This is an optimization exercise on Yosys and OpenROAD, whose aim is small area, a short achievable clock period and few clock cycles, not a production implementation.
No run shown here included a check of the RTL's function; only the layout flow was run.
No activity file was given, so power comes from the tool's default toggle rates.

==> flow/design.v, too long to show whole: its modules and the start of the top module <==
// module LASER: 2640 lines
module LASER (
    input        CLK,
    input        RST,
    input  [3:0] X,
    input  [3:0] Y,
    output [3:0] C1X,
    output [3:0] C1Y,
    output [3:0] C2X,
    output [3:0] C2Y,
    output       DONE
);
  // ...
==> flow/run.sh <==
#!/bin/bash
# synth_recipe.tcl (not shown) runs the flow's synth.tcl, then flattens the netlist and writes it again
# the make line also repeats each setting of config.mk as NAME=value (left out here)
make -C /OpenROAD-flow-scripts/flow DESIGN_CONFIG=/design/flow/config.mk WORK_HOME=/design/flow/orfs CLKGATE_MAP_FILE= SYNTH_SCRIPT=/design/flow/synth_recipe.tcl finish
==> flow/config.mk <==
export PLATFORM = sky130hd
export DESIGN_NAME = LASER
export DESIGN_NICKNAME = LASER
export VERILOG_FILES = /design/flow/design.v
export SDC_FILE = /design/flow/constraint.sdc
export NUM_CORES = 4
export LEC_CHECK = 0
export CAP_MARGIN = 20
export CORE_MARGIN = 2
export CORE_UTILIZATION = 40
export SLEW_MARGIN = 20
==> flow/constraint.sdc <==
create_clock -name core_clock -period 8.0 [get_ports {CLK}]
set_input_delay 1.6000 -clock core_clock [delete_from_list [all_inputs] [get_ports {CLK}]]
set_output_delay 1.6000 -clock core_clock [all_outputs]
set_load 0.01 [all_outputs]
==> impl_metrics.env, run 1 <==
export IMPL_clk_latency_ps=820
export IMPL_hold_path_class="flop to flop"
export IMPL_cts_tree="built"
export IMPL_synth_xor_area_frac=0.0251
export IMPL_preCtsSetupSlack_ps=1940
export IMPL_synth_top_area_frac=0.316
export IMPL_clockBufferCount=184
export IMPL_met3_usage=0.0755
export IMPL_p_sw_frac=0.333
export IMPL_synth_compound_gate_area_share=0.133
export IMPL_largest_class="multi-input gates"
export IMPL_synth_top_family_by_area="adder cells"
export IMPL_period_minus_slack_ps=5550
export IMPL_setup_viol=0
export IMPL_end_kind="flop"
export IMPL_wl_met1_mm=115
export IMPL_wl_met2_mm=114
export IMPL_syn_num_nets=8880
export IMPL_seq_share=0.296
export IMPL_multiInputGateArea_um2=46500
export IMPL_seq_area_frac_synth=0.327
export IMPL_clockBufferDepth=3
export IMPL_cpPeakStageDelay_ps=850
export IMPL_stdcell_area_um2=83900
export IMPL_largestPowerGroup="sequential cells"
export IMPL_layout_nets=8849
export IMPL_status="finished clean"
export IMPL_buf_share=0.00912
export IMPL_synthCells=7871
export IMPL_internal_power_mw=12.9
export IMPL_maxCapViolCount=0
export IMPL_dr_pass1_iters=7
export IMPL_via_per_inst=5.84
export IMPL_gr_usage_met1=0.371
export IMPL_inv_count=967
export IMPL_fin_util=0.446
export IMPL_clk_share=0.0599
export IMPL_grt_pass1_vias=58689
export IMPL_area_delta_synth_final_pct=10.5
export IMPL_seq_area_um2=24900
==> run 2: changes to the inputs <==
--- a/flow/design.v
+++ b/flow/design.v
@@ -30,17 +30,17 @@
 assign C2Y  = by;
 assign DONE = done_r;
 wire in_last  = (state == S_IN) && (in_cnt == 6'd39);
 reg  pe_r;      
 reg  vu_r;      
 wire pass_end = pe_r;
 wire vupd     = vu_r;
 wire conv     = k2 && (mx == ax) && (my == ay);
-wire [3:0] cy = pass_end ? my : ph[3:0];
+reg  [3:0] cy;      
 wire pvn0;
 wire pvn1;
 wire pvn2;
 wire pvn3;
 wire pvn4;
 wire pvn5;
 wire pvn6;
 wire pvn7;
@@ -74,24 +74,22 @@
 wire pvn35;
 wire pvn36;
 wire pvn37;
 wire pvn38;
 wire pvn39;
 wire [4:0] ncy = 5'd0 - {1'b0, cy};
 function [2:0] cls;
     input [4:0] s;
-    case (s)
-        5'd0:            cls = 3'b111;
-        5'd1,  5'd2,
-        5'd31, 5'd30:    cls = 3'b110;
-        5'd3,  5'd29:    cls = 3'b101;
-        5'd4,  5'd28:    cls = 3'b100;
-        default:         cls = 3'b000;
-    endcase
+    begin
+        cls[2] = (s == 5'd0) | (s == 5'd1) | (s == 5'd2) | (s == 5'd3) | (s == 5'd4) |
+                 (s == 5'd31) | (s == 5'd30) | (s == 5'd29) | (s == 5'd28);
+        cls[1] = (s == 5'd0) | (s == 5'd1) | (s == 5'd2) | (s == 5'd31) | (s == 5'd30);
+        cls[0] = (s == 5'd0) | (s == 5'd3) | (s == 5'd29);
+    end
 endfunction
 wire [4:0] s0 = {1'b0, py[39]} + ncy;
 wire [4:0] s1 = {1'b0, py[0]} + ncy;
 wire [4:0] s2 = {1'b0, py[1]} + ncy;
 wire [4:0] s3 = {1'b0, py[2]} + ncy;
 wire [4:0] s4 = {1'b0, py[3]} + ncy;
 wire [4:0] s5 = {1'b0, py[4]} + ncy;
 wire [4:0] s6 = {1'b0, py[5]} + ncy;
@@ -167,35 +165,30 @@
     {pk[35], pr[35]} <= cls(s35) & {pass_end | pvn35, 2'b11};
     {pk[36], pr[36]} <= cls(s36) & {pass_end | pvn36, 2'b11};
     {pk[37], pr[37]} <= cls(s37) & {pass_end | pvn37, 2'b11};
     {pk[38], pr[38]} <= cls(s38) & {pass_end | pvn38, 2'b11};
     {pk[39], pr[39]} <= cls(s39) & {pass_end | pvn39, 2'b11};
 end
 function [11:0] ftab;    
     input [3:0] rb;
-    case (rb)
-        4'd0: ftab = {4'd0, 4'd0, 4'd1};
-        4'd1: ftab = {4'd0, 4'd0, 4'd2};
-        4'd2: ftab = {4'd0, 4'd0, 4'd4};
-        4'd3: ftab = {4'd0, 4'd0, 4'd8};
-        4'd4: ftab = {4'd12, 4'd0, 4'd7};
-        4'd5: ftab = {4'd8, 4'd0, 4'd15};
-        4'd6: ftab = {4'd0, 4'd1, 4'd15};
-        4'd7: ftab = {4'd0, 4'd3, 4'd14};
-        4'd8: ftab = {4'd14, 4'd0, 4'd15};
-        4'd9: ftab = {4'd12, 4'd1, 4'd15};
-        4'd10: ftab = {4'd8, 4'd3, 4'd15};
-        4'd11: ftab = {4'd0, 4'd7, 4'd15};
-        4'd12: ftab = {4'd15, 4'd1, 4'd15};
-        4'd13: ftab = {4'd14, 4'd3, 4'd15};
-        4'd14: ftab = {4'd12, 4'd7, 4'd15};
-        4'd15: ftab = {4'd8, 4'd15, 4'd15};
-        default: ftab = 12'd0;
-    endcase
+    begin
+        ftab[0] = (rb == 4'd0) | (rb == 4'd4) | (rb == 4'd5) | (rb == 4'd6) | (rb == 4'd8) | (rb == 4'd9) | (rb == 4'd10) | (rb == 4'd11) | (rb == 4'd12) | (rb == 4'd13) | (rb == 4'd14) | (rb == 4'd15);
+        ftab[1] = (rb == 4'd1) | (rb == 4'd4) | (rb == 4'd5) | (rb == 4'd6) | (rb == 4'd7) | (rb == 4'd8) | (rb == 4'd9) | (rb == 4'd10) | (rb == 4'd11) | (rb == 4'd12) | (rb == 4'd13) | (rb == 4'd14) | (rb == 4'd15);
+        ftab[2] = (rb == 4'd2) | (rb == 4'd4) | (rb == 4'd5) | (rb == 4'd6) | (rb == 4'd7) | (rb == 4'd8) | (rb == 4'd9) | (rb == 4'd10) | (rb == 4'd11) | (rb == 4'd12) | (rb == 4'd13) | (rb == 4'd14) | (rb == 4'd15);
+        ftab[3] = (rb == 4'd3) | (rb == 4'd5) | (rb == 4'd6) | (rb == 4'd7) | (rb == 4'd8) | (rb == 4'd9) | (rb == 4'd10) | (rb == 4'd11) | (rb == 4'd12) | (rb == 4'd13) | (rb == 4'd14) | (rb == 4'd15);
+        ftab[4] = (rb == 4'd6) | (rb == 4'd7) | (rb == 4'd9) | (rb == 4'd10) | (rb == 4'd11) | (rb == 4'd12) | (rb == 4'd13) | (rb == 4'd14) | (rb == 4'd15);
+        ftab[5] = (rb == 4'd7) | (rb == 4'd10) | (rb == 4'd11) | (rb == 4'd13) | (rb == 4'd14) | (rb == 4'd15);
+        ftab[6] = (rb == 4'd11) | (rb == 4'd14) | (rb == 4'd15);
+        ftab[7] = (rb == 4'd15);
+        ftab[8] = (rb == 4'd12);
+        ftab[9] = (rb == 4'd8) | (rb == 4'd12) | (rb == 4'd13);
+        ftab[10] = (rb == 4'd4) | (rb == 4'd8) | (rb == 4'd9) | (rb == 4'd12) | (rb == 4'd13) | (rb == 4'd14);
+        ftab[11] = (rb == 4'd4) | (rb == 4'd5) | (rb == 4'd8) | (rb == 4'd9) | (rb == 4'd10) | (rb == 4'd12) | (rb == 4'd13) | (rb == 4'd14) | (rb == 4'd15);
+    end
 endfunction
 wire [15:0] mxo;
 assign mxo[0] = ~mx[3] & ~mx[2] & ~mx[1] & ~mx[0];
 assign mxo[1] = ~mx[3] & ~mx[2] & ~mx[1] & mx[0];
 assign mxo[2] = ~mx[3] & ~mx[2] & mx[1] & ~mx[0];
 assign mxo[3] = ~mx[3] & ~mx[2] & mx[1] & mx[0];
 assign mxo[4] = ~mx[3] & mx[2] & ~mx[1] & ~mx[0];
 assign mxo[5] = ~mx[3] & mx[2] & ~mx[1] & mx[0];
@@ -2487,16 +2480,19 @@
         t3 = oddB ? (q2c[2*i+1] > q2c[2*i]) : (q2c[2*i+1] >= q2c[2*i]);
         l3c[i] = t3 ? q2c[2*i+1] : q2c[2*i];
         l3x[i] = t3 ? {1'b1, q2x[2*i+1]} : {1'b0, q2x[2*i]};
     end
     t4 = oddB ? (l3c[1] > l3c[0]) : (l3c[1] >= l3c[0]);
     rc = t4 ? l3c[1] : l3c[0];
     rx = t4 ? {1'b1, l3x[1]} : {1'b0, l3x[0]};
 end
+wire mwin = state == S_RUN && ph >= 5'd4 && ph <= 5'd19 &&
+            (ph == 5'd4 || rc >= best);
+wire [3:0] my_d = mwin ? rowB[3:0] : my;
 always @(posedge CLK or posedge RST) begin
     if (RST) begin
         state  <= S_IN;
         in_cnt <= 6'd0;
         ph     <= 5'd0;
         done_r <= 1'b0;
         pe_r   <= 1'b0;
         vu_r   <= 1'b0;
@@ -2625,16 +2621,17 @@
         ax <= 4'd0; ay <= 4'd0;
         bx <= 4'd0; by <= 4'd0;
         k2 <= 1'b0;
     end else if (pass_end) begin
         ax <= bx; ay <= by;
         bx <= mx; by <= my;
         k2 <= 1'b1;
     end
-    if (state == S_RUN && ph >= 5'd4 && ph <= 5'd19 &&
-        (ph == 5'd4 || rc >= best)) begin
+    if (mwin) begin
         best <= rc;
         mx   <= rx;
         my   <= rowB[3:0];
     end
+    cy <= (state == S_RUN && ph == 5'd19) ? my_d :
+          (state == S_RUN && !pass_end) ? ph[3:0] + 4'd1 : 4'd0;
 end
 endmodule
==> impl_metrics.env, run 2 <==
export IMPL_mostFrequentLayoutCells="861 x nand2_1, 843 x inv_1, 807 x dfxtp_1"
export IMPL_synth_compound_gate_area_share=0.264
export IMPL_muxShareOfSynthArea=0.0207
export IMPL_synth_area_top_cells="dfxtp_1 21%, fa_1 15%, ha_1 5.0%, o21ai_0 4.9%, a21oi_1 4.9%"
export IMPL_seq_area_um2=16900
export IMPL_groute_usage_overall=0.352
export IMPL_seq_area_frac_synth=0.219
export IMPL_first_iter_violations=13258
export IMPL_clockBufferDepth=3
export IMPL_cts_tree="built"
export IMPL_post_cts_resized=0
export IMPL_routed_wl_mm=358
export IMPL_grt_max_degree=38
export IMPL_power_per_cell_area_nw_per_um2=227
export IMPL_drc=0
export IMPL_largestRegisters="px: 160 flops, py: 160 flops, cnt_r: 96 flops"
export IMPL_maxSlewViolCount=0
export IMPL_arrival_ps=6230
export IMPL_synth_top_area_frac=0.210
export IMPL_fin_cells=12027
export IMPL_antenna_found_initial=26
export IMPL_die_w_um=443
export IMPL_avgRoutedWirePerCell_um=29.8
export IMPL_postCtsHoldBufs=0
export IMPL_final_common_cell="nand2_1"
export IMPL_dp_cells=11826
export IMPL_setup_tns_ps=0
export IMPL_synth_ff_type="dfxtp_1"
export IMPL_fin_skew_ps=62.8
export IMPL_dp_final_hpwl_mm=268
export IMPL_gr_total_overflow=0
export IMPL_dr_pass1_iters=8
export IMPL_period_minus_slack_ps=5550
export IMPL_p_leak_nw=32.3
export IMPL_synth_xor_area_frac=0.0231
export IMPL_cts_max_level=3
export IMPL_fmax_ghz=0.180
export IMPL_ys_ff_latch=835
export IMPL_tightest_slew_ps=1220
export IMPL_via_per_inst=6.41
export IMPL_io_buffers=26
export IMPL_root_buffer="clkbuf_16"
export IMPL_synth_edf_count=10
export IMPL_die_area_um2=196000
export IMPL_synth_fa_ha_area_frac=0.203
export IMPL_grt_pass1_vias=70937
export IMPL_cts_sinks=835
export IMPL_yosys_area_top_type="dfxtp_1"
export IMPL_r2r_slack_ps=2450
export IMPL_grt_pass1_wl_mm=508
export IMPL_hold_path_class="flop to flop"
export IMPL_hold_violations=0
export IMPL_area_delta_synth_final_pct=6.63
export IMPL_async_flop_share=0.0192
export IMPL_ios=27
export IMPL_synth_cell_types=110
export IMPL_place_congestion=1.07
export IMPL_path_class="flop to flop"
export IMPL_dieHeight_um=443
export IMPL_std_cell_rows=161
export IMPL_required_ps=8680
export IMPL_yosysMostFrequentCell="nand2_1"
export IMPL_post_synth_cell_area_avg_um2=7.80
export IMPL_clk_pin_slew_worst_paths_ps=60
export IMPL_status="finished clean"
export IMPL_synth_area_um2=77100
export IMPL_ys_warn_count=15
export IMPL_synth_top_family_by_area="compound AO/OA/AOI/OAI gates"
export IMPL_start_util=0.402
export IMPL_ir_worst_vdd_mv=0.237
export IMPL_post_cts_buffers=0
export IMPL_start_kind="flop"
export IMPL_path_max_fanout=17
export IMPL_clk_latency_ps=810
export IMPL_synthTopCellsByCount="862 x nand2_1, 846 x inv_1, 809 x dfxtp_1"
export IMPL_synthCells=9885
export IMPL_syn_num_nets=10774
export IMPL_drive_gt1_frac=0.0487
export IMPL_layout_nets=10297
export IMPL_min_period_over_period=0.694
export IMPL_design_core_area_um2=192000
export IMPL_multiInputGateArea_um2=54100
export IMPL_cts_buffers_inserted=106
export IMPL_vias=77133
export IMPL_ant_nets=0
export IMPL_fin_util=0.428
export IMPL_fill_cells=19238
export IMPL_end_kind="flop"
export IMPL_rsz0062_at_grt="false"
export IMPL_setup_viol=0
export IMPL_slew_headroom=0.181
export IMPL_synth_simple_area_share=0.188
export IMPL_maxCapViolCount=0
-- run 2: layout make-up --
type                            count  area share
Antenna cell                        6    0.000183
Inverter                          874      0.0399
Timing Repair Buffer              130      0.0127
Sequential cell                   835       0.206
Clock inverter                     57     0.00961
Multi-Input combinational cell   7461       0.658
Tap cell                         2526      0.0385
Clock buffer                      138      0.0356
-- run 2: final timing paths --
| check | from | to | cells past startpoint |
|---|---|---|---|
| max in group asynchronous | RST | vu_r$_DFF_PP0_ | 2 |
| worst min register to register | py[3][3]$_DFF_P_ | py[4][3]$_DFF_P_ | 0 |
| worst max register to register | q2c[3][0]$_DFF_P_ | cy[1]$_DFF_P_ | 25 |
| worst min-delay path | py[3][3]$_DFF_P_ | py[4][3]$_DFF_P_ | 0 |
| worst max-delay path | q2c[3][0]$_DFF_P_ | cy[1]$_DFF_P_ | 25 |
| min in group asynchronous | RST | in_cnt[4]$_DFF_PP0_ | 2 |
-- run 2: power by group --
group | internal [mW] | switching (mW)
Clock | 2.96 | 2.19
Combinational | 2.62 | 5.36
Sequential | 4.84 | 0.707
Total | 10.4 | 8.26
-- run 2: logic make-up after synthesis --
kind of cell,after synthesis
AO/OA/AOI/OAI,3165
AND/OR/NAND/NOR,3020
buffers and inverters,1589
adder cells (fa/ha/maj),921
flip-flops,835
XOR/XNOR,203
multiplexers,152
-- run 2: through the flow --
stage	setup WS [ps]	power, mW	area [µm²]	hold slack [ps]
6_report	2450	18.7	82200	352
5_1_grt	1850	19.4	82200	359
4_1_cts	2050	18.4	82200	356
3_5_place_dp	2090	13.3	78500	345
3_3_place_gp	1730	13.3	78500	342
2_1_floorplan	2940	10.2	77100	326
-- run 2: critical path, stage by stage, from the launching register on --
cell,delay [ps]
dfxtp_1,320
inv_1,40
ha_1,280
nand2b_1,150
a21o_1,170
a21oi_1,130
o21ai_0,80
o21ai_1,440
mux2i_1,350
ha_1,290
nand2b_1,140
a21o_1,180
a21oi_1,150
o21ai_0,110
o21ai_2,270
inv_1,170
o21ai_0,240
ha_1,260
nand2b_1,140
a21o_1,180
a21o_1,180
a21oi_1,150
o221ai_1,120
nand3_1,250
mux2_2,380
mux2_2,260
-- run 2: metal layers --
| metal | share of wire | GRT usage | up-vias |
|---|---|---|---|
| li1 | - | - | 33801 |
| met1 | 0.41 | 0.481 | 36934 |
| met2 | 0.40 | 0.491 | 5228 |
| met5 | 0.00024 | 0 | - |
| met4 | 0.074 | 0.220 | 12 |
| met3 | 0.12 | 0.0917 | 1158 |

==> afterwards: timing with drivers on the ports <==
No port has a modelled driver above. Below, the same layouts with a new extraction and two added sets of constraints. Step 1 (the two cells are an assumption about what drives the block):
set clk [get_ports {CLK}]
set_driving_cell -lib_cell sky130_fd_sc_hd__clkbuf_16 $clk
set_driving_cell -lib_cell sky130_fd_sc_hd__buf_2 [delete_from_list [all_inputs] $clk]
Step 2, shift: input delay + t, output delay - t, t = (earliest + latest rising clock arrival at the registers) / 2. This alone moves slack from input paths to output paths. Slacks: ideal ports / drivers / drivers and shift; pairs: ideal ports / drivers.
run	shift t [ns]	setup WS [ns]	clock arrival spread, ns
run 1	0.893	2.447 / 2.447 / 2.447	0.037 / 0.036
run 2	0.873	2.452 / 2.452 / 2.452	0.064 / 0.065
After both steps setup and hold are still met in every run listed.
